Context: an optimization exercise on an open-source flow, tuned for small area. The choices shown serve that exercise and are no tape-out recipe.
At most, simulation tests tie the RTL to the original design; equivalence was not proved.
No functional check of the RTL was part of run 5.
Power is estimated from default activity; no workload was simulated.

### flow/run.sh
#!/bin/bash
# Own layout flow: the standard ORFS flow, with two changes.
#  1. Synthesis is the standard one (synth_recipe.tcl via standard.sh), but ABC
#     maps the combinational logic with an area-oriented script
#     (flow/abc_area.script) instead of ORFS's delay-oriented abc_speed.script.
#     Flip-flops are mapped by dfflibmap before ABC runs, so the registers,
#     their names and cell types are exactly the standard synthesis's.
#  2. Ports are buffered with buf_1 instead of ORFS's default pick, clock tree
#     without dummy loads, and non-critical gates are downsized after global
#     routing (RECOVER_POWER).
# Each step's full output goes to a log file of its own in the work folder.
set -euo pipefail
cd "$(dirname "$0")/.."
W=$PWD

rm -rf "$W/scripts_abc"
cp -r "$FLOW_HOME/scripts" "$W/scripts_abc"
cp "$W/flow/abc_area.script" "$W/scripts_abc/abc_speed.script"

bash standard.sh synth SCRIPTS_DIR="$W/scripts_abc" > "$W/synth.log" 2>&1

bash standard.sh finish \
  BUFFER_PORTS_ARGS="-buffer_cell sky130_fd_sc_hd__buf_1" \
  CTS_ARGS="-sink_clustering_enable -repair_clock_nets -buf_list {sky130_fd_sc_hd__clkbuf_4 sky130_fd_sc_hd__clkbuf_8} -sink_clustering_size 16 -sink_clustering_max_diameter 60 -dont_use_dummy_load" \
  RECOVER_POWER=100 \
  > "$W/layout.log" 2>&1
### config.mk
export PLATFORM = sky130hd
export DESIGN_NAME = FIFO
export DESIGN_NICKNAME = FIFO
export VERILOG_FILES = /design/flow/design.v
export SDC_FILE = /design/flow/constraint.sdc
export NUM_CORES = 4
export LEC_CHECK = 0
export CAP_MARGIN = 20
export CORE_MARGIN = 2
export CORE_UTILIZATION = 80
export GPL_ROUTABILITY_DRIVEN = 0
export SETUP_SLACK_MARGIN = 0.05
export SLEW_MARGIN = 20
### design.v
`timescale 1ns / 1ps
module FIFO
#(parameter data_width =32,parameter addr_width=4)
(input clk,
input rd_en,
input wr_en,
input [data_width-1:0] data_in,
input reset,
output reg [data_width-1:0] data_out,
output reg empty,
output reg full,
output reg [addr_width-1:0] data_counter
);
localparam depth = 2**addr_width;
reg [data_width-1:0] memory [depth-1:0];
wire rd_ok = rd_en & ~empty;
wire wr_ok = wr_en & ~full & ~rd_ok;
integer i;
always @(posedge clk) begin
    if (wr_ok) begin
        memory[0] <= data_in;
        for (i = 1; i < depth; i = i + 1)
            memory[i] <= memory[i-1];
    end
end
wire [depth-1:0] sel;
genvar g0;
generate
  for (g0 = 0; g0 < depth-1; g0 = g0 + 1) begin : s
    assign sel[g0] = (data_counter == g0+1);
  end
endgenerate
assign sel[depth-1] = full;
wire [depth:0] g;
generate
  for (g0 = 0; g0 < depth; g0 = g0 + 1) begin : gs
    assign g[g0] = sel[g0] & rd_en;
  end
endgenerate
assign g[depth] = ~rd_ok;
wire [data_width-1:0] t0, t1, t2, t3, t4, t5, u;
assign t0 = ~((memory[0]  & {data_width{g[0]}})  | (memory[1]  & {data_width{g[1]}})  | (memory[2]  & {data_width{g[2]}}));
assign t1 = ~((memory[3]  & {data_width{g[3]}})  | (memory[4]  & {data_width{g[4]}})  | (memory[5]  & {data_width{g[5]}}));
assign t2 = ~((memory[6]  & {data_width{g[6]}})  | (memory[7]  & {data_width{g[7]}})  | (memory[8]  & {data_width{g[8]}}));
assign t3 = ~((memory[9]  & {data_width{g[9]}})  | (memory[10] & {data_width{g[10]}}) | (memory[11] & {data_width{g[11]}}));
assign t4 = ~((memory[12] & {data_width{g[12]}}) | (memory[13] & {data_width{g[13]}}) | (memory[14] & {data_width{g[14]}}));
assign t5 = ~((memory[15] & {data_width{g[15]}}) | (data_out  & {data_width{g[16]}}));
assign u = t0 & t1 & t2 & t3;
wire [data_width-1:0] rd_data = ~(u & t4 & t5);
always @(posedge clk)
    data_out <= rd_data;
wire [addr_width-1:0] dc = data_counter;
wire [addr_width-1:0] dc_inc = {dc[3] ^ (dc[2] & dc[1] & dc[0]), dc[2] ^ (dc[1] & dc[0]),
                               dc[1] ^ dc[0], ~dc[0]};
wire [addr_width-1:0] dc_dec = {dc[3] ^ ~(dc[2] | dc[1] | dc[0]), dc[2] ^ ~(dc[1] | dc[0]),
                               dc[1] ^ ~dc[0], ~dc[0]};
always @(posedge clk) begin
    if (reset) begin
        data_counter <= 0;
        full <= 1'b0;
        empty <= 1'b1;
    end else if (rd_ok) begin
        data_counter <= dc_dec;
        full <= 1'b0;
        empty <= (data_counter == 1);
    end else if (wr_ok) begin
        data_counter <= dc_inc;
        full <= (data_counter == depth-1);
        empty <= 1'b0;
    end
end
endmodule
### constraint.sdc
create_clock -name core_clock -period 2.2 [get_ports {clk}]
set_input_delay 0.4400 -clock core_clock [delete_from_list [all_inputs] [get_ports {clk}]]
set_output_delay 0.4400 -clock core_clock [all_outputs]
set_load 0.01 [all_outputs]
### standard.sh
#!/bin/bash
# synth_recipe.tcl (not shown) runs the flow's synth.tcl, then flattens the netlist and writes it again
# the make line also repeats each setting of config.mk as NAME=value (left out here)
make -C /OpenROAD-flow-scripts/flow DESIGN_CONFIG=/design/flow/config.mk WORK_HOME=/design/flow/orfs CLKGATE_MAP_FILE= SYNTH_SCRIPT=/design/flow/synth_recipe.tcl "${@:-finish}"
### flow/abc_area.script
&get -n
&st
&dch
&nf -R 1000
&put
==> results of run 1 <==
[metal layers]
metal | vias to the layer above | share of wire | GRT usage
li1 | 4237 | - | -
met4 | 0 | 0.049 | 0.189
met5 | - | 0 | 0
met3 | 201 | 0.13 | 0.0762
met2 | 968 | 0.49 | 0.568
met1 | 5150 | 0.33 | 0.461
[critical path: cells and delay by family, from the launching register on]
family | cells | cell delay (ns)
buffers and inverters | 1 | 0.42
AOI/OAI and AO/OA | 1 | 0.22
and+or+nand+nor | 4 | 0.90
DFF | 1 | 0.48
[layout by cell type (no fill, tap or decap), drive strengths merged, types with 2 or more instances in the layout]
cell type | Yosys | routed
nand3b | 2 | 2
a222oi | 160 | 160
dfxtp | 38 | 38
nor2 | 15 | 15
and4 | 32 | 32
nand2 | 4 | 4
a21oi | 3 | 3
o21ai | 2 | 2
nand3 | 33 | 33
a22oi | 32 | 32
nor3 | 7 | 7
nand2b | 4 | 4
o21a | 3 | 3
edfxtp | 512 | 512
clkbuf | 0 | 49
buf | 0 | 113
[registers in the layout (all words and copies together), names as in the netlist]
register / count
data_counter: 4
data_out: 32
empty: 1
full: 1
memory: 512
[area by class of cell]
class / count / area (µm²)
flip-flops and latches: 550 / 16100
multi-input cells: 303 / 2580
fillers: 811 / 2320
repair buffers: 122 / 795
clock buffers: 40 / 551
well taps: 313 / 392
inverters: 1 / 3.75
[cell families after synthesis]
logic type | after synthesis
buffers and inverters | 1
AOI/OAI and AO/OA | 201
DFF | 550
and+or+nand+nor | 100
muxes | 1
xor gates and xnor gates | 1
[power by group through the flow]
stage	registers, W	logic (W)	clock network [W]
after global routing	0.0131	0.00143	0.00486
after CTS	0.0130	0.00139	0.00459
after detailed placement	0.0132	0.00137	0
after global placement	0.0131	0.00127	0
after floorplan	0.0133	0.000628	0
final	0.0130	0.00133	0.00457
[path summary, 6_finish.rpt]
check	startpoint	endpoint	slack, ns	cells past startpoint
setup / recovery	data_counter[1]	data_out[6]	0.1	6
hold / removal	data_in[18]	memory[0][18]	0.04	1
setup reg to reg	data_counter[1]	data_out[6]	0.1	6
hold reg to reg	memory[5][28]	memory[6][28]	0.45	0
[cell usage after synthesis (all sizes together)]
cell / instances
o21a: 3
mux2: 1
a21oi: 3
and4: 32
xnor2: 1
and3: 1
nand3: 33
a31oi: 1
o21ai: 2
nor2b: 1
nor3: 7
dfxtp: 38
a222oi: 160
edfxtp: 512
nand2: 4
nand3b: 2
clkinv: 1
and2: 1
nor2: 15
a22oi: 32
nand2b: 4
[through the flow]
step | std cells | TNS (ns)
2_1_floorplan | 854 | -3310.40
3_3_place_gp | 1289 | 0
3_5_place_dp | 1289 | -0.0144
4_1_cts | 1329 | 0
5_1_grt | 1329 | 0
6_report | 1329 | 0
[repair_timing]
action | 4_1_cts | 5_1_grt
pin swaps | 1 | 1
endpoints found under the hold margin | 0 | 0
gates resized for setup | 0 | 1
setup endpoints to repair | 1 | 8
==> results.json, run 1 <==
{
  "grt_pass1_wl_um": 62500,
  "required_ns": 2.70,
  "syn_inst": 854,
  "setup_viol": 0,
  "avgSynthCellArea_um2": 21.9,
  "n_antenna_cell": 0,
  "cts_buffers": 40,
  "ys_seq_elements": 550,
  "setup_ws_ns": 0.0989,
  "cts_hold_buffers": 0,
  "grt_pass1_vias": 10800,
  "io-pin-count": 74,
  "power_density_nw_per_um2": 927,
  "fin_util": 0.898,
  "synth_top_family_by_area": "compound AO/OA/AOI/OAI gates",
  "synth_seq_area_share": 0.864,
  "synth.area.top_cells": "edfxtp_1 82%, a222oi_1 8.6%, dfxtp_1 4.1%, and4_1 1.5%, a22oi_1 1.3%",
  "period_minus_slack_ns": 2.10,
  "syn-num-nets": 890,
  "syn_area_um2": 18700,
  "slew_viol_final": 0,
  "hpwl_um": 23800,
  "tightest_slew_ns": 0.912,
  "cp-start-kind": "flip-flop",
  "ir_worst_vdd_mv": 0.844,
  "p_total_w": 0.0190,
  "place_area_um2": 20100,
  "initial_core_util": 0.819,
  "grt_max_degree": 61,
  "synthSimpleGateAreaFrac": 0.0327,
  "grt_antenna_before_repair": 0,
  "holdWs_ns": 0.0382,
  "cts_tree": "done",
  "drc": 0,
  "die_w_um": 157,
  "cts_root_buffer": "clkbuf_8",
  "syn_to_final_growth_pct": 9.58,
  "synthMuxAreaShare": 0.000603,
  "postRouteAntennaNets": 0,
  "die-area_um2": 24600,
  "finalClockSkew_ns": 0.0230,
  "final_nets": 1054,
  "synth_cell_types": 21,
  "p_switching_w": 0.00439,
  "pwr-share-clk": 0.241,
  "yosysTopAreaCellShare": 0.824,
  "path_cells": "nand3b_1 -> nor3_1 -> buf_4 -> a222oi_1 -> and4_1 -> nand3_1",
  "core_area_um2": 22800,
  "place_ws_ns": -0.0144,
  "min_path_type": "primary input to flip-flop",
  "cpPeakStageDelay_ns": 0.48,
  "vias": 10600,
  "drive_gt1_frac": 0.102,
  "place.port_buffers": 73,
  "die_h_um": 157,
  "p_sw_frac": 0.231,
  "worstSetupPathType": "flip-flop to flip-flop",
  "p_seq_frac": 0.688,
  "wl_per_cell_um": 31.9,
  "slowest_stage": "dfxtp_1",
  "drt_pass1_iterations": 9,
  "ys_warn_count": 2,
  "crit_arrival_ns": 2.60,
  "drtIter0Drc": 2186,
  "grt.total_usage": 0.352,
  "pwr-share-comb": 0.070,
  "fin_crit_sh": 0.955,
  "vias_per_cell": 7.94,
  "outcome": "finished clean",
  "p_leak_nw": 6.46,
  "power.internal_w": 0.0146,
  "cts.sinks": 550,
  "grt-ovfl-total": 0,
  "postRouteWirelength_um": 42400,
  "rsz0062_at_grt": "no",
  "finish.instance_area_um2": 20500,
  "insertion_delay_ns": 0.58,
  "clockBufferDepth": 3,
  "synthAdderAreaFrac": 0,
  "htreeDepth": 2,
  "synth_xor_area_frac": 0.000469,
  "endpoint_kind": "flip-flop",
  "slew_headroom": 0.392,
  "post_cts_buffers": 0,
  "fmax_mhz": 476,
  "yosysTopAreaCell": "edfxtp_1",
  "synth_compound_area_frac": 0.102,
  "clkTransAtPathRegs_ns": 0.09,
  "report.final.hold_viol_count": 0,
  "maxCapViolations": 0,
  "rows": 55,
  "path_max_fanout": 20
}
==> inputs of run 2 (changes only) <==
--- a/config.mk
+++ b/config.mk
@@ -9,5 +9,5 @@
 export CORE_MARGIN = 2
 export CORE_UTILIZATION = 80
-export GPL_ROUTABILITY_DRIVEN = 0
 export SETUP_SLACK_MARGIN = 0.05
 export SLEW_MARGIN = 20
+export TNS_END_PERCENT = 0
==> run 2 against run 1 <==
Compared with the run above: still clean; final area barely moved; die area did not move; wire length fell by 4.3%; synthesized cell count did not move; sequential power barely moved; combinational power barely moved; sequential cell count did not move; clock power fell by 0.9%; non-clock buffer count fell by 6; first-iteration DRC count fell by 7.8%; critical path type unchanged; largest power group unchanged.
==> results.json, run 2 <==
{
  "die_w_um": 157,
  "fin_crit_sh": 0.972,
  "rsz0062_at_grt": "yes",
  "syn_inst": 854,
  "place_ws_ns": -0.271,
  "clkTransAtPathRegs_ns": 0.10,
  "slew_viol_final": 0,
  "syn_to_final_growth_pct": 9.50,
  "top_register": "memory",
  "core_area_um2": 22800,
  "holdWs_ns": 0.0385,
  "slew_headroom": 0.393,
  "ys_async_sr_fraction": 0,
  "period_minus_slack_ns": 2.14,
  "slowest_stage": "a222oi_1",
  "synth_common_cells": "512 x edfxtp_1, 160 x a222oi_1, 38 x dfxtp_1",
  "die_h_um": 157,
  "htreeDepth": 2,
  "report.final.hold_viol_count": 0,
  "syn-num-nets": 890,
  "postRouteAntennaNets": 0,
  "outcome": "finished clean",
  "drt_pass1_iterations": 8,
  "cts_buffers": 40,
  "crit_arrival_ns": 2.58,
  "cts_hold_buffers": 0,
  "initial_core_util": 0.819,
  "crit_start": "data_counter[3]",
  "setup_ws_ns": 0.0615,
  "worstSetupPathType": "flip-flop to flip-flop",
  "ys_seq_elements": 550,
  "vias": 10400,
  "hpwl_um": 23400,
  "io-pin-count": 74,
  "cp.depth": 6,
  "required_ns": 2.64,
  "r2r_cells": 6,
  "grt_max_degree": 120,
  "r2r-end": "data_out[0]",
  "cp-start-kind": "flip-flop",
  "cts_root_buffer": "clkbuf_8",
  "ys_warn_count": 2,
  "avgSynthCellArea_um2": 21.9,
  "finish.instance_area_um2": 20400,
  "clockBufferDepth": 3,
  "grt-ovfl-total": 0,
  "endpoint_kind": "flip-flop",
  "place.port_buffers": 73,
  "cpLargestDelayFamily": "buffers and inverters",
  "endpoint": "data_out[0]",
  "grt.total_usage": 0.333,
  "grt_antenna_before_repair": 0,
  "cpPeakStageDelay_ns": 0.51,
  "syn_area_um2": 18700,
  "grt_pass1_wl_um": 59700,
  "finalClockSkew_ns": 0.0398,
  "yosysTopAreaCell": "edfxtp_1",
  "tightest_slew_ns": 0.910,
  "cts.sinks": 550,
  "postRouteWirelength_um": 40600,
  "final_common_cell": "edfxtp_1",
  "p_leak_nw": 6.43,
  "drc": 0,
  "layout_common_cells": "512 x edfxtp_1, 160 x a222oi_1, 73 x buf_1",
  "maxCapViolations": 0,
  "yosysTopAreaCellShare": 0.824,
  "crit_buf_inv": 2,
  "wl_per_cell_um": 30.7,
  "final_nets": 1048,
  "path_max_fanout": 15,
  "drtIter0Drc": 2016,
  "die-area_um2": 24600,
  "fmax_mhz": 468,
  "setup_viol": 0,
  "reg2reg_slack_ns": 0.06,
  "synth_most_common_cell": "edfxtp_1",
  "vias_per_cell": 7.85,
  "rr_startpoint": "data_counter[3]",
  "power_density_nw_per_um2": 923,
  "drive_gt1_frac": 0.0950,
  "insertion_delay_ns": 0.55,
  "synth.area.top_cells": "edfxtp_1 82%, a222oi_1 8.6%, dfxtp_1 4.1%, and4_1 1.5%, a22oi_1 1.3%",
  "rows": 55,
  "synth_edf_count": 512,
  "grt_pass1_vias": 10600,
  "min_path_type": "primary input to flip-flop",
  "synth_seq_area_share": 0.864,
  "synth_cell_types": 21,
  "largest_reg_flops": 512,
  "path_cells": "clkbuf_1 -> nor3_1 -> buf_2 -> a222oi_1 -> and4_1 -> nand3_1",
  "largest_registers": "memory x512, data_out x32, data_counter x4",
  "ir_worst_vdd_mv": 0.827,
  "synthFlopType": "edfxtp_1",
  "place.gp.congestion": 0.825,
  "n_antenna_cell": 0,
  "cts_tree": "done",
  "place_area_um2": 19900
}
run 2: cell counts after synthesis:
No cell type changed its count.
run 2: repair_timing:
action	CTS	global route
setup endpoints to repair	18	30
setup buffers	0	3
gates resized for setup	2	3
pin swaps	0	2
endpoints found under the hold margin	0	0
run 2: how the worst min path moves through the flow:
| stage | start | endpoint | slack [ns] | cells past startpoint |
|---|---|---|---|---|
| finish | data_in[28] | memory[0][28] | 0.04 | 1 |
| global route | data_in[16] | memory[0][16] | 0.01 | 1 |
| global placement | memory[8][16] | memory[9][16] | 0.43 | 0 |
| floorplan | memory[10][0] | memory[11][0] | 0.43 | 0 |
| detailed placement | memory[1][26] | memory[2][26] | 0.43 | 0 |
| CTS | data_in[21] | memory[0][21] | 0.009 | 1 |
run 2: cells by family (layout without fill, tap and decap cells):
family | after synthesis | count (layout) | synth area share
flip-flops | 550 | 550 | 0.864
AO/OA/AOI/OAI | 201 | 201 | 0.102
AND/OR/NAND/NOR | 100 | 100 | 0.0327
XOR/XNOR | 1 | 1 | 0.000469
multiplexers | 1 | 1 | 0.000603
buffers and inverters | 1 | 157 | 0.000201
run 2: metrics by stage:
stage / power [W] / TNS, ns / cells / util
after floorplan: 0.0139 / -3340.44 / 854 / -
after global placement: 0.0144 / -0.867 / 1280 / 0.875
after detailed placement: 0.0146 / -5.45 / 1280 / 0.875
after CTS: 0.0189 / 0 / 1320 / 0.900
after global routing: 0.0194 / 0 / 1323 / 0.897
final: 0.0189 / 0 / 1323 / 0.897
run 2: area by class of cell:
cell class | instances | area [µm²]
clock buffer | 40 | 551
fill | 816 | 2340
inverter | 1 | 3.75
multi-input combinational | 303 | 2590
sequential | 550 | 16100
tap | 313 | 392
timing repair buffer | 116 | 767
run 2: layer usage:
metal | part of all wire | wire length (µm) | GRT usage
met1 | 0.35 | 14100 | 0.458
met2 | 0.49 | 19900 | 0.518
met3 | 0.13 | 5280 | 0.0767
met4 | 0.034 | 1360 | 0.164
met5 | 0 | 0 | 0
run 2: power breakdown:
group / leakage [nW] / switching, W / internal [W] / total, W
logic: 0.880 / 0.000860 / 0.000463 / 0.00132
registers: 5.26 / 0.000558 / 0.0125 / 0.0130
clock network: 0.288 / 0.00289 / 0.00164 / 0.00453
total: 6.43 / 0.00431 / 0.0146 / 0.0189
==> inputs of run 3 (changes only) <==
--- a/config.mk
+++ b/config.mk
@@ -11,3 +11,2 @@
 export SETUP_SLACK_MARGIN = 0.05
 export SLEW_MARGIN = 20
-export TNS_END_PERCENT = 0
==> run 3 against run 2 <==
Compared with the run above: first-iteration DRC count is 8.4% higher; still clean; clock-buffer cell count did not move; clock power grew 0.9%; largest cell class unchanged; largest power group unchanged; cell count increased by 0.45%; critical path type unchanged; worst hold slack is essentially flat; register-to-register slack improved by 0.04 ns; highest routed layer unchanged; sequential power is essentially flat; non-clock buffer count is 6 higher; area after synthesis unchanged; power rose by 0.43%.
==> results.json, run 3 <==
{
  "outcome": "finished clean",
  "power_density_nw_per_um2": 927,
  "period_minus_slack_ns": 2.10,
  "drtIter0Drc": 2186,
  "setup_viol": 0,
  "hpwl_um": 23800,
  "final_common_cell": "edfxtp_1",
  "htreeDepth": 2,
  "r2r_cells": 6,
  "slew_viol_final": 0,
  "largest_reg_flops": 512,
  "postRouteWirelength_um": 42400,
  "cts.sinks": 550,
  "min_path_type": "primary input to flip-flop",
  "finalClockSkew_ns": 0.0230,
  "ys_seq_elements": 550,
  "synthSimpleGateAreaFrac": 0.0327,
  "yosysTopAreaCell": "edfxtp_1",
  "synth_edf_count": 512,
  "tightest_slew_ns": 0.912,
  "ff_latch_area_um2": 16100,
  "grt-ovfl-total": 0,
  "p_switching_w": 0.00439,
  "drive_gt1_frac": 0.102,
  "fin_crit_sh": 0.955,
  "avgSynthCellArea_um2": 21.9,
  "slew_headroom": 0.392,
  "p_sw_frac": 0.231,
  "r2r-end": "data_out[6]",
  "layout_common_cells": "512 x edfxtp_1, 160 x a222oi_1, 73 x buf_1",
  "multi_input_area_um2": 2580,
  "synthMuxAreaShare": 0.000603,
  "synth_compound_area_frac": 0.102,
  "ys_async_sr_fraction": 0,
  "rsz0062_at_grt": "no",
  "maxCapViolations": 0,
  "core_area_um2": 22800,
  "syn_area_um2": 18700,
  "endpoint_kind": "flip-flop",
  "clockBufferDepth": 3,
  "die-area_um2": 24600,
  "insertion_delay_ns": 0.58,
  "endpoint": "data_out[6]",
  "grt_antenna_before_repair": 0,
  "reg2reg_slack_ns": 0.1,
  "rows": 55,
  "synth_seq_area_share": 0.864,
  "grt_pass1_wl_um": 62500,
  "crit_arrival_ns": 2.60,
  "synthFlopType": "edfxtp_1",
  "vias_per_cell": 7.94,
  "setup_tns_ns": 0,
  "place.gp.congestion": 0.853,
  "p_seq_frac": 0.688,
  "wl_per_cell_um": 31.9,
  "required_ns": 2.70,
  "crit_start": "data_counter[1]",
  "vias": 10600,
  "pwr-share-comb": 0.070,
  "syn_inst": 854,
  "synth_most_common_cell": "edfxtp_1",
  "io-pin-count": 74,
  "initial_core_util": 0.819,
  "synth.area.top_cells": "edfxtp_1 82%, a222oi_1 8.6%, dfxtp_1 4.1%, and4_1 1.5%, a22oi_1 1.3%",
  "grt.total_usage": 0.352,
  "place.port_buffers": 73,
  "grt_max_degree": 61,
  "synth_xor_area_frac": 0.000469,
  "synth_cell_types": 21,
  "synth_common_cells": "512 x edfxtp_1, 160 x a222oi_1, 38 x dfxtp_1",
  "cts_tree": "done",
  "drc": 0,
  "path_max_fanout": 20,
  "pwr-share-clk": 0.241,
  "postRouteAntennaNets": 0,
  "syn-num-nets": 890,
  "power.internal_w": 0.0146,
  "report.final.hold_viol_count": 0,
  "cts_buffers": 40,
  "n_antenna_cell": 0,
  "ir_worst_vdd_mv": 0.844,
  "drt_pass1_iterations": 9,
  "top_register": "memory",
  "cp-start-kind": "flip-flop",
  "p_leak_nw": 6.46,
  "die_h_um": 157,
  "fmax_mhz": 476,
  "ys_warn_count": 2,
  "holdWs_ns": 0.0382,
  "yosysTopAreaCellShare": 0.824,
  "syn_to_final_growth_pct": 9.58,
  "clkTransAtPathRegs_ns": 0.09,
  "synthAdderAreaFrac": 0,
  "cts_root_buffer": "clkbuf_8",
  "grt_pass1_vias": 10800,
  "die_w_um": 157,
  "largest_registers": "memory x512, data_out x32, data_counter x4",
  "rr_startpoint": "data_counter[1]",
  "fillers": 811,
  "post_cts_buffers": 0,
  "worstSetupPathType": "flip-flop to flip-flop",
  "synth_top_family_by_area": "compound AO/OA/AOI/OAI gates",
  "final_nets": 1054
}
==> run 3: cell counts after synthesis <==
No cell type changed its count.
==> run 3: critical path, stage by stage (launching register included) <==
cell and delay, ns:
dfxtp_1 0.48, nand3b_1 0.26, nor3_1 0.29, buf_4 0.42, a222oi_1 0.22, and4_1 0.26, nand3_1 0.09
==> run 3: power by group through the flow <==
stage	Combinational (W)	Clock (W)	Sequential [W]
after CTS	0.00139	0.00459	0.0130
after global routing	0.00143	0.00486	0.0131
after floorplan	0.000628	0	0.0133
after global placement	0.00127	0	0.0131
after detailed placement	0.00137	0	0.0132
final	0.00133	0.00457	0.0130
==> run 3: repair_timing <==
item / 4_1_cts / 5_1_grt
hold buffers: 0 / 0
resized for setup: 0 / 1
pin swaps: 1 / 1
endpoints found under the setup margin: 1 / 8
==> run 3: how the worst min path moves through the flow <==
stage | endpoint | from | depth (start not counted)
6_report | memory[0][18] | data_in[18] | 1
5_1_grt | memory[0][27] | data_in[27] | 1
4_1_cts | memory[0][10] | data_in[10] | 1
3_5_place_dp | memory[13][6] | memory[12][6] | 0
3_3_place_gp | memory[9][11] | memory[8][11] | 0
2_1_floorplan | memory[11][0] | memory[10][0] | 0
==> run 3: area by class of cell <==
| cell class | count | area share |
|---|---|---|
| Clock buffer | 40 | 0.0269 |
| Timing Repair Buffer | 122 | 0.0388 |
| Multi-Input combinational cell | 303 | 0.126 |
| Sequential cell | 550 | 0.789 |
| Inverter | 1 | 0.000184 |
| Tap cell | 313 | 0.0191 |
==> run 3: layer usage <==
| metal | global-route usage | share of wire | routed length, µm |
|---|---|---|---|
| met1 | 0.461 | 0.33 | 13900 |
| met2 | 0.568 | 0.49 | 20800 |
| met3 | 0.0762 | 0.13 | 5650 |
| met4 | 0.189 | 0.049 | 2090 |
| met5 | 0 | 0 | 0 |
==> run 3: cell families after synthesis <==
kind of cell / Yosys count
xor gates and xnor gates: 1
muxes: 1
and+or+nand+nor: 100
DFF: 550
AOI/OAI and AO/OA: 201
buffers and inverters: 1
==> run 3: per-stage QoR <==
stage                     cell area (µm²)   util  power, W  instances  setup WS, ns
after floorplan                     18700      -    0.0139        854         -6.95
after global placement              20100  0.882    0.0144       1289         0.109
after global routing                20500  0.898    0.0194       1329        0.0509
after detailed placement            20100  0.882    0.0146       1289       -0.0144
after CTS                           20600  0.906    0.0190       1329        0.0535
final                               20500  0.898    0.0190       1329        0.0989
==> inputs of run 4 (changes only) <==
--- a/flow/run.sh
+++ b/flow/run.sh
@@ -22,5 +22,5 @@
 bash standard.sh finish \
   BUFFER_PORTS_ARGS="-buffer_cell sky130_fd_sc_hd__buf_1" \
-  CTS_ARGS="-sink_clustering_enable -repair_clock_nets -buf_list {sky130_fd_sc_hd__clkbuf_4 sky130_fd_sc_hd__clkbuf_8} -sink_clustering_size 16 -sink_clustering_max_diameter 60 -dont_use_dummy_load" \
+  CTS_ARGS="-sink_clustering_enable -repair_clock_nets -buf_list {sky130_fd_sc_hd__clkbuf_4 sky130_fd_sc_hd__clkbuf_8} -sink_clustering_size 19 -sink_clustering_max_diameter 45 -dont_use_dummy_load" \
   RECOVER_POWER=100 \
   > "$W/layout.log" 2>&1
--- a/config.mk
+++ b/config.mk
@@ -8,5 +8,5 @@
 export CAP_MARGIN = 20
 export CORE_MARGIN = 2
-export CORE_UTILIZATION = 80
+export CORE_UTILIZATION = 75
 export SETUP_SLACK_MARGIN = 0.05
 export SLEW_MARGIN = 20
==> run 4 against run 3 <==
Compared with the run above: still clean; sequential cell count stayed put; sequential power barely moved; worst setup slack worse by 0.0056 ns; sequential share of layout area shrank 0.48 points; register-to-register slack hardly changed; via count down 4.3%; utilization is 5.4 points lower; fmax shrank 0.27%; clock-buffer cell count stayed put; power down 0.88%; wire length decreased by 9.2%; clock power is 2% lower; highest routed layer unchanged.
==> results.json, run 4 <==
{
  "top_usage_layer": "met2",
  "slew_headroom": 0.636,
  "cts_buffers": 40,
  "io-pin-count": 74,
  "ir_worst_vdd_mv": 0.686,
  "tightest_slew_ns": 0.544,
  "report.final.hold_viol_count": 0,
  "p_leak_nw": 6.51,
  "largest_reg_flops": 512,
  "finalClockSkew_ns": 0.0517,
  "met3_usage": 0.0506,
  "clkTransAtPathRegs_ns": 0.09,
  "ys_seq_elements": 550,
  "ys_async_sr_fraction": 0,
  "clockBufferDepth": 3,
  "vias": 10100,
  "fin_crit_sh": 0.958,
  "drive_gt1_frac": 0.105,
  "yosysTopAreaCellShare": 0.824,
  "finish.instance_area_um2": 20600,
  "final_common_cell": "edfxtp_1",
  "wl_per_cell_um": 28.7,
  "pwr-share-clk": 0.238,
  "pwr-share-comb": 0.071,
  "yosysTopAreaCell": "edfxtp_1",
  "grt_pass1_wl_um": 58500,
  "drc": 0,
  "top_register": "memory",
  "place.port_buffers": 73,
  "crit_arrival_ns": 2.53,
  "synth_most_common_cell": "edfxtp_1",
  "endpoint_kind": "flip-flop",
  "cts_hold_buffers": 0,
  "drt_pass1_iterations": 8,
  "slew_viol_final": 0,
  "grt_pass1_vias": 10200,
  "avgSynthCellArea_um2": 21.9,
  "synth_edf_count": 512,
  "insertion_delay_ns": 0.56,
  "grt_use_met2": 0.499,
  "syn-num-nets": 890,
  "layout_common_cells": "512 x edfxtp_1, 160 x a222oi_1, 73 x buf_1",
  "htreeDepth": 2,
  "syn_to_final_growth_pct": 10.3,
  "grt.total_usage": 0.298,
  "fillers": 1074,
  "place.gp.congestion": 0.854,
  "path_max_fanout": 22,
  "core_area_um2": 24400,
  "cts_tree": "done",
  "power.internal_w": 0.0146,
  "cp-start-kind": "flip-flop",
  "p_total_w": 0.0188,
  "n_antenna_cell": 0,
  "ys_warn_count": 2,
  "drtIter0Drc": 2016,
  "place_area_um2": 20100,
  "period_minus_slack_ns": 2.11,
  "syn_area_um2": 18700,
  "hpwl_um": 23200,
  "initial_core_util": 0.765,
  "die_w_um": 162,
  "syn_inst": 854,
  "required_ns": 2.63,
  "multi_input_area_um2": 2600,
  "power_density_nw_per_um2": 913,
  "die_h_um": 162,
  "synthFlopType": "edfxtp_1",
  "rows": 57,
  "maxCapViolations": 0,
  "die-area_um2": 26200,
  "postRouteWirelength_um": 38500,
  "p_seq_frac": 0.691,
  "largest_registers": "memory x512, data_out x32, data_counter x4",
  "worstSetupPathType": "flip-flop to flip-flop",
  "cts_root_buffer": "clkbuf_8",
  "ff_latch_area_um2": 16100,
  "p_sw_frac": 0.223,
  "synth_seq_area_share": 0.864,
  "final_nets": 1055,
  "grt_max_degree": 73,
  "use_met1": 0.406,
  "synth.area.top_cells": "edfxtp_1 82%, a222oi_1 8.6%, dfxtp_1 4.1%, and4_1 1.5%, a22oi_1 1.3%",
  "holdWs_ns": 0.0372,
  "postRouteAntennaNets": 0,
  "setup_viol": 0,
  "p_switching_w": 0.00420,
  "synth_cell_types": 21,
  "vias_per_cell": 7.54,
  "grt-ovfl-total": 0,
  "min_path_type": "primary input to flip-flop",
  "cts.sinks": 550,
  "synth_common_cells": "512 x edfxtp_1, 160 x a222oi_1, 38 x dfxtp_1",
  "outcome": "finished clean",
  "fmax_mhz": 475,
  "rsz0062_at_grt": "no",
  "grt_antenna_before_repair": 0
}
run 4: cell counts after synthesis:
Identical to the previous run, type by type.
run 4: through the flow:
step	util	instances	TNS, ns	setup slack [ns]
detailed placement	0.822	1301	-1.20	-0.126
CTS	0.845	1341	0	0.0768
floorplan	-	854	-3310.40	-6.95
global route	0.844	1341	0	0.0296
global placement	0.822	1301	0	0.0384
finish	0.844	1341	0	0.0933
run 4: per-layer routing:
metal  share of wire  vias up  wire length (µm)
met1            0.36     5056             13800
met2            0.51      718             19800
met3            0.10       94              3890
li1                -     4238                 -
met4           0.027        0              1040
met5               0        -                 0
run 4: what timing repair did:
action	4_1_cts	5_1_grt
resized for setup	3	5
buffers inserted	0	0
setup endpoints to repair	11	29
endpoints found under the hold margin	0	0
pin swaps	0	0
run 4: area by class of cell:
cell class / instances / area share
timing repair buffer: 123 / 0.0429
clock buffer: 40 / 0.0267
sequential: 550 / 0.784
multi-input combinational: 303 / 0.126
tap: 324 / 0.0197
inverter: 1 / 0.000182
run 4: critical path: stages (launching register included):
cell	delay [ns]
dfxtp_1	0.50
nand2b_1	0.24
buf_4	0.17
nor2_2	0.05
buf_6	0.20
a222oi_1	0.45
and4_1	0.26
nand3_1	0.08
run 4: worst paths after layout:
path	from	end	slack [ns]	depth (start not counted)
worst min register to register	memory[7][17]	memory[8][17]	0.42	0
worst min-delay path	data_in[9]	memory[0][9]	0.04	1
worst max-delay path	data_counter[2]	data_out[28]	0.09	7
worst max register to register	data_counter[2]	data_out[28]	0.09	7
run 4: power by group through the flow:
stage	logic, W	clock network (W)	registers (W)
CTS	0.00135	0.00455	0.0130
detailed placement	0.00135	0	0.0132
global placement	0.00126	0	0.0131
floorplan	0.000628	0	0.0133
global route	0.00145	0.00491	0.0131
finish	0.00133	0.00447	0.0130
run 4: logic make-up after synthesis:
logic type / synth area share
AO/OA/AOI/OAI: 0.102
buffers and inverters: 0.000201
XOR/XNOR: 0.000469
flip-flops: 0.864
AND/OR/NAND/NOR: 0.0327
multiplexers: 0.000603
==> inputs of run 5 (changes only) <==
--- a/design.v
+++ b/design.v
@@ -32,18 +32,26 @@
 endgenerate
 assign sel[depth-1] = full;
-wire [depth:0] g;
+localparam half = data_width/2;
+wire [depth-1:0] gl, gh;
 generate
   for (g0 = 0; g0 < depth; g0 = g0 + 1) begin : gs
-    assign g[g0] = sel[g0] & rd_en;
+    assign gl[g0] = sel[g0] & rd_en;
+    assign gh[g0] = sel[g0] & rd_ok;
   end
 endgenerate
-assign g[depth] = ~rd_ok;
+wire [data_width-1:0] G [depth:0];
+generate
+  for (g0 = 0; g0 < depth; g0 = g0 + 1) begin : gw
+    assign G[g0] = {{(data_width-half){gh[g0]}}, {half{gl[g0]}}};
+  end
+endgenerate
+assign G[depth] = {data_width{~rd_ok}};
 wire [data_width-1:0] t0, t1, t2, t3, t4, t5, u;
-assign t0 = ~((memory[0]  & {data_width{g[0]}})  | (memory[1]  & {data_width{g[1]}})  | (memory[2]  & {data_width{g[2]}}));
-assign t1 = ~((memory[3]  & {data_width{g[3]}})  | (memory[4]  & {data_width{g[4]}})  | (memory[5]  & {data_width{g[5]}}));
-assign t2 = ~((memory[6]  & {data_width{g[6]}})  | (memory[7]  & {data_width{g[7]}})  | (memory[8]  & {data_width{g[8]}}));
-assign t3 = ~((memory[9]  & {data_width{g[9]}})  | (memory[10] & {data_width{g[10]}}) | (memory[11] & {data_width{g[11]}}));
-assign t4 = ~((memory[12] & {data_width{g[12]}}) | (memory[13] & {data_width{g[13]}}) | (memory[14] & {data_width{g[14]}}));
-assign t5 = ~((memory[15] & {data_width{g[15]}}) | (data_out  & {data_width{g[16]}}));
+assign t0 = ~((memory[0]  & G[0])  | (memory[1]  & G[1])  | (memory[2]  & G[2]));
+assign t1 = ~((memory[3]  & G[3])  | (memory[4]  & G[4])  | (memory[5]  & G[5]));
+assign t2 = ~((memory[6]  & G[6])  | (memory[7]  & G[7])  | (memory[8]  & G[8]));
+assign t3 = ~((memory[9]  & G[9])  | (memory[10] & G[10]) | (memory[11] & G[11]));
+assign t4 = ~((memory[12] & G[12]) | (memory[13] & G[13]) | (memory[14] & G[14]));
+assign t5 = ~((memory[15] & G[15]) | (data_out   & G[16]));
 assign u = t0 & t1 & t2 & t3;
 wire [data_width-1:0] rd_data = ~(u & t4 & t5);
--- a/flow/run.sh
+++ b/flow/run.sh
@@ -22,5 +22,5 @@
 bash standard.sh finish \
   BUFFER_PORTS_ARGS="-buffer_cell sky130_fd_sc_hd__buf_1" \
-  CTS_ARGS="-sink_clustering_enable -repair_clock_nets -buf_list {sky130_fd_sc_hd__clkbuf_4 sky130_fd_sc_hd__clkbuf_8} -sink_clustering_size 19 -sink_clustering_max_diameter 45 -dont_use_dummy_load" \
+  CTS_ARGS="-sink_clustering_enable -repair_clock_nets -buf_list {sky130_fd_sc_hd__clkbuf_4 sky130_fd_sc_hd__clkbuf_8} -sink_clustering_size 16 -sink_clustering_max_diameter 60 -dont_use_dummy_load" \
   RECOVER_POWER=100 \
   > "$W/layout.log" 2>&1
--- a/config.mk
+++ b/config.mk
@@ -8,5 +8,5 @@
 export CAP_MARGIN = 20
 export CORE_MARGIN = 2
-export CORE_UTILIZATION = 75
+export CORE_UTILIZATION = 80
 export SETUP_SLACK_MARGIN = 0.05
 export SLEW_MARGIN = 20
==> run 5 against run 4 <==
Compared with the run above: still clean; clock skew fell by 0.0034 ns; first-iteration DRC count up 1.0%; register-to-register slack about the same; critical path type unchanged; largest cell class unchanged; highest routed layer unchanged.
==> results.json, run 5 <==
{
  "vias": 10600,
  "n_antenna_cell": 0,
  "pwr-share-comb": 0.065,
  "post_cts_buffers": 0,
  "rsz0062_at_grt": "no",
  "drt_pass1_iterations": 10,
  "insertion_delay_ns": 0.57,
  "grt_pass1_wl_um": 59500,
  "tightest_slew_ns": 0.903,
  "hold_start": "data_in[22]",
  "final_common_cell": "edfxtp_1",
  "pwr-share-clk": 0.241,
  "rr_startpoint": "empty",
  "cts_tree": "done",
  "slew_headroom": 0.398,
  "synth_most_common_cell": "edfxtp_1",
  "p_leak_nw": 6.57,
  "path_max_fanout": 43,
  "cts_buffers": 40,
  "drc": 0,
  "grt.total_usage": 0.330,
  "setup_viol": 0,
  "drtIter0Drc": 2037,
  "drive_gt1_frac": 0.0983,
  "finalClockSkew_ns": 0.0483,
  "path_cells": "nand2b_4 -> and2_0 -> buf_12 -> buf_8",
  "avgSynthCellArea_um2": 21.5,
  "core_area_um2": 23300,
  "grt_max_degree": 57,
  "postRouteWirelength_um": 40600,
  "ys_warn_count": 2,
  "htreeDepth": 2,
  "min_path_type": "primary input to flip-flop",
  "final_nets": 1076,
  "worstSetupPathType": "flip-flop to flip-flop",
  "cts.sinks": 550,
  "initial_core_util": 0.808,
  "hold_path_end": "memory[0][22]",
  "cpPeakStageDelay_ns": 0.49,
  "synth.area.top_cells": "edfxtp_1 82%, a222oi_1 8.5%, dfxtp_1 4.0%, and4_1 1.5%, a22oi_1 1.3%",
  "synthFlopType": "edfxtp_1",
  "cts_hold_buffers": 0,
  "die-area_um2": 24700,
  "syn-num-nets": 911,
  "power.internal_w": 0.0145,
  "reg2reg_slack_ns": 0.1,
  "syn_inst": 875,
  "hold_depth": 1,
  "postRouteAntennaNets": 0,
  "r2r_cells": 4,
  "endpoint_kind": "flip-flop",
  "largest_reg_flops": 512,
  "p_switching_w": 0.00423,
  "syn_area_um2": 18800,
  "top_register": "memory",
  "place.gp.congestion": 0.816,
  "syn_to_final_growth_pct": 9.32,
  "grt-ovfl-total": 0,
  "crit_arrival_ns": 2.33,
  "r2r-end": "memory[4][26]",
  "clkTransAtPathRegs_ns": 0.10,
  "maxCapViolations": 0,
  "largest_registers": "memory x512, data_out x32, data_counter x4",
  "synth_edf_count": 512,
  "slew_viol_final": 0,
  "required_ns": 2.43,
  "die_h_um": 157,
  "power_density_nw_per_um2": 912,
  "p_seq_frac": 0.693,
  "outcome": "finished clean",
  "clockBufferDepth": 3,
  "io-pin-count": 74,
  "slowest_stage": "and2_0",
  "vias_per_cell": 7.78,
  "wl_per_cell_um": 29.9,
  "die_w_um": 157,
  "ir_worst_vdd_mv": 0.611,
  "layout_common_cells": "512 x edfxtp_1, 160 x a222oi_1, 73 x buf_1",
  "report.final.hold_viol_count": 0,
  "place.port_buffers": 73,
  "period_minus_slack_ns": 2.10,
  "yosysTopAreaCellShare": 0.818,
  "synth_cell_types": 20,
  "hpwl_um": 24000,
  "holdWs_ns": 0.0300,
  "ys_async_sr_fraction": 0,
  "grt_pass1_vias": 10400,
  "yosysTopAreaCell": "edfxtp_1",
  "synth_seq_area_share": 0.858,
  "p_total_w": 0.0187,
  "rows": 56,
  "grt_antenna_before_repair": 1,
  "cts_root_buffer": "clkbuf_8",
  "synth_common_cells": "512 x edfxtp_1, 160 x a222oi_1, 38 x dfxtp_1",
  "cp-start-kind": "flip-flop",
  "ys_seq_elements": 550,
  "p_sw_frac": 0.226,
  "fmax_mhz": 476,
  "fin_crit_sh": 0.955
}
[run 5: power by group through the flow]
stage          sequential [W]  clock, W  combinational (W)
2_1_floorplan          0.0132         0           0.000574
3_3_place_gp           0.0131         0            0.00117
3_5_place_dp           0.0132         0            0.00125
4_1_cts                0.0130   0.00456            0.00125
5_1_grt                0.0131   0.00485            0.00132
6_report               0.0130   0.00452            0.00122
[run 5: worst max path at each step]
| stage | startpoint | endpoint | slack [ns] | cells after the start |
|---|---|---|---|---|
| 6_report | empty | memory[4][26] | 0.1 | 4 |
| 5_1_grt | empty | memory[15][27] | 0.04 | 4 |
| 4_1_cts | data_counter[0] | data_out[9] | 0.05 | 5 |
| 3_5_place_dp | rd_en | data_out[23] | 0.001 | 8 |
| 3_3_place_gp | rd_en | data_out[23] | 0.09 | 8 |
| 2_1_floorplan | rd_en | data_counter[1] | -2.80 | 4 |
[run 5: layout make-up]
type	count	area, µm²
Tap cell	319	399
Timing Repair Buffer	123	761
Fill cell	926	2710
Multi-Input combinational cell	325	2710
Sequential cell	550	16100
Clock buffer	40	551
[run 5: through the flow]
| stage | instances | util | TNS [ns] | setup WS [ns] | instance area, µm² |
|---|---|---|---|---|---|
| 6_report | 1357 | 0.884 | 0 | 0.0991 | 20600 |
| 5_1_grt | 1357 | 0.884 | 0 | 0.0413 | 20600 |
| 4_1_cts | 1357 | 0.887 | 0 | 0.0520 | 20600 |
| 3_5_place_dp | 1317 | 0.863 | 0 | 0.000999 | 20100 |
| 3_3_place_gp | 1317 | 0.863 | 0 | 0.0892 | 20100 |
| 2_1_floorplan | 875 | - | -1332.47 | -2.80 | 18800 |
[run 5: kinds of logic (layout without fill, tap and decap cells)]
group / count (synthesis) / in the layout / synth area share
flip-flops: 550 / 550 / 0.858
AO/OA/AOI/OAI: 202 / 202 / 0.102
AND/OR/NAND/NOR: 122 / 122 / 0.0397
XOR/XNOR: 1 / 1 / 0.000466
buffers and inverters: 0 / 163 / 0
[run 5: metal layers]
metal	share of wire	GRT usage
met5	0	0
met3	0.14	0.0873
met4	0.035	0.133
met2	0.47	0.501
met1	0.35	0.475
[run 5: what timing repair did]
item | 4_1_cts | 5_1_grt
pin swaps | 0 | 4
gates cloned | 0 | 0
resized for setup | 2 | 9
endpoints found under the setup margin | 4 | 22
[run 5: critical path: cells and delay by family (launching register included)]
family | cells | cell delay (ns)
flops | 1 | 0.40
simple gates | 2 | 0.77
buf+inv | 2 | 0.59

[static timing again, ports no longer ideal]
How much do the figures lean on ideal ports? The routed layouts below were timed once more, with nothing changed but the port constraints. Step 1, drivers: a clkbuf_16 drives clk and a buf_2 each remaining input, both assumed. Step 2 adds t to the input delays and takes it off the output delays; t is the mean of the earliest and latest rising clock arrival at the registers after step 1. Input paths then give back, and output paths get back, about the clock's delay inside the block. Slacks: no drivers / after step 1 / after step 2; pairs: no drivers / after step 1.
run | t (ns) | setup WS [ns] | latest minus earliest clock arrival (ns) | worst register clock-pin slew, ns
run 1 | 0.609 | 0.099 / 0.099 / -0.170 | 0.027 / 0.027 | 0.11 / 0.11
run 2 | 0.584 | 0.061 / 0.061 / -0.123 | 0.056 / 0.056 | 0.10 / 0.10
run 3 | 0.609 | 0.099 / 0.099 / -0.170 | 0.027 / 0.027 | 0.11 / 0.11
run 4 | 0.595 | 0.093 / 0.093 / -0.260 | 0.065 / 0.065 | 0.11 / 0.11
run 5 | 0.591 | 0.099 / 0.099 / -0.125 | 0.052 / 0.052 | 0.10 / 0.10
Met with ideal ports but missed after step 2: setup timing in every run listed. For run 4, which loses most, drivers alone change the setup slack by 0.000 ns; drivers and shift together by -0.353 ns.
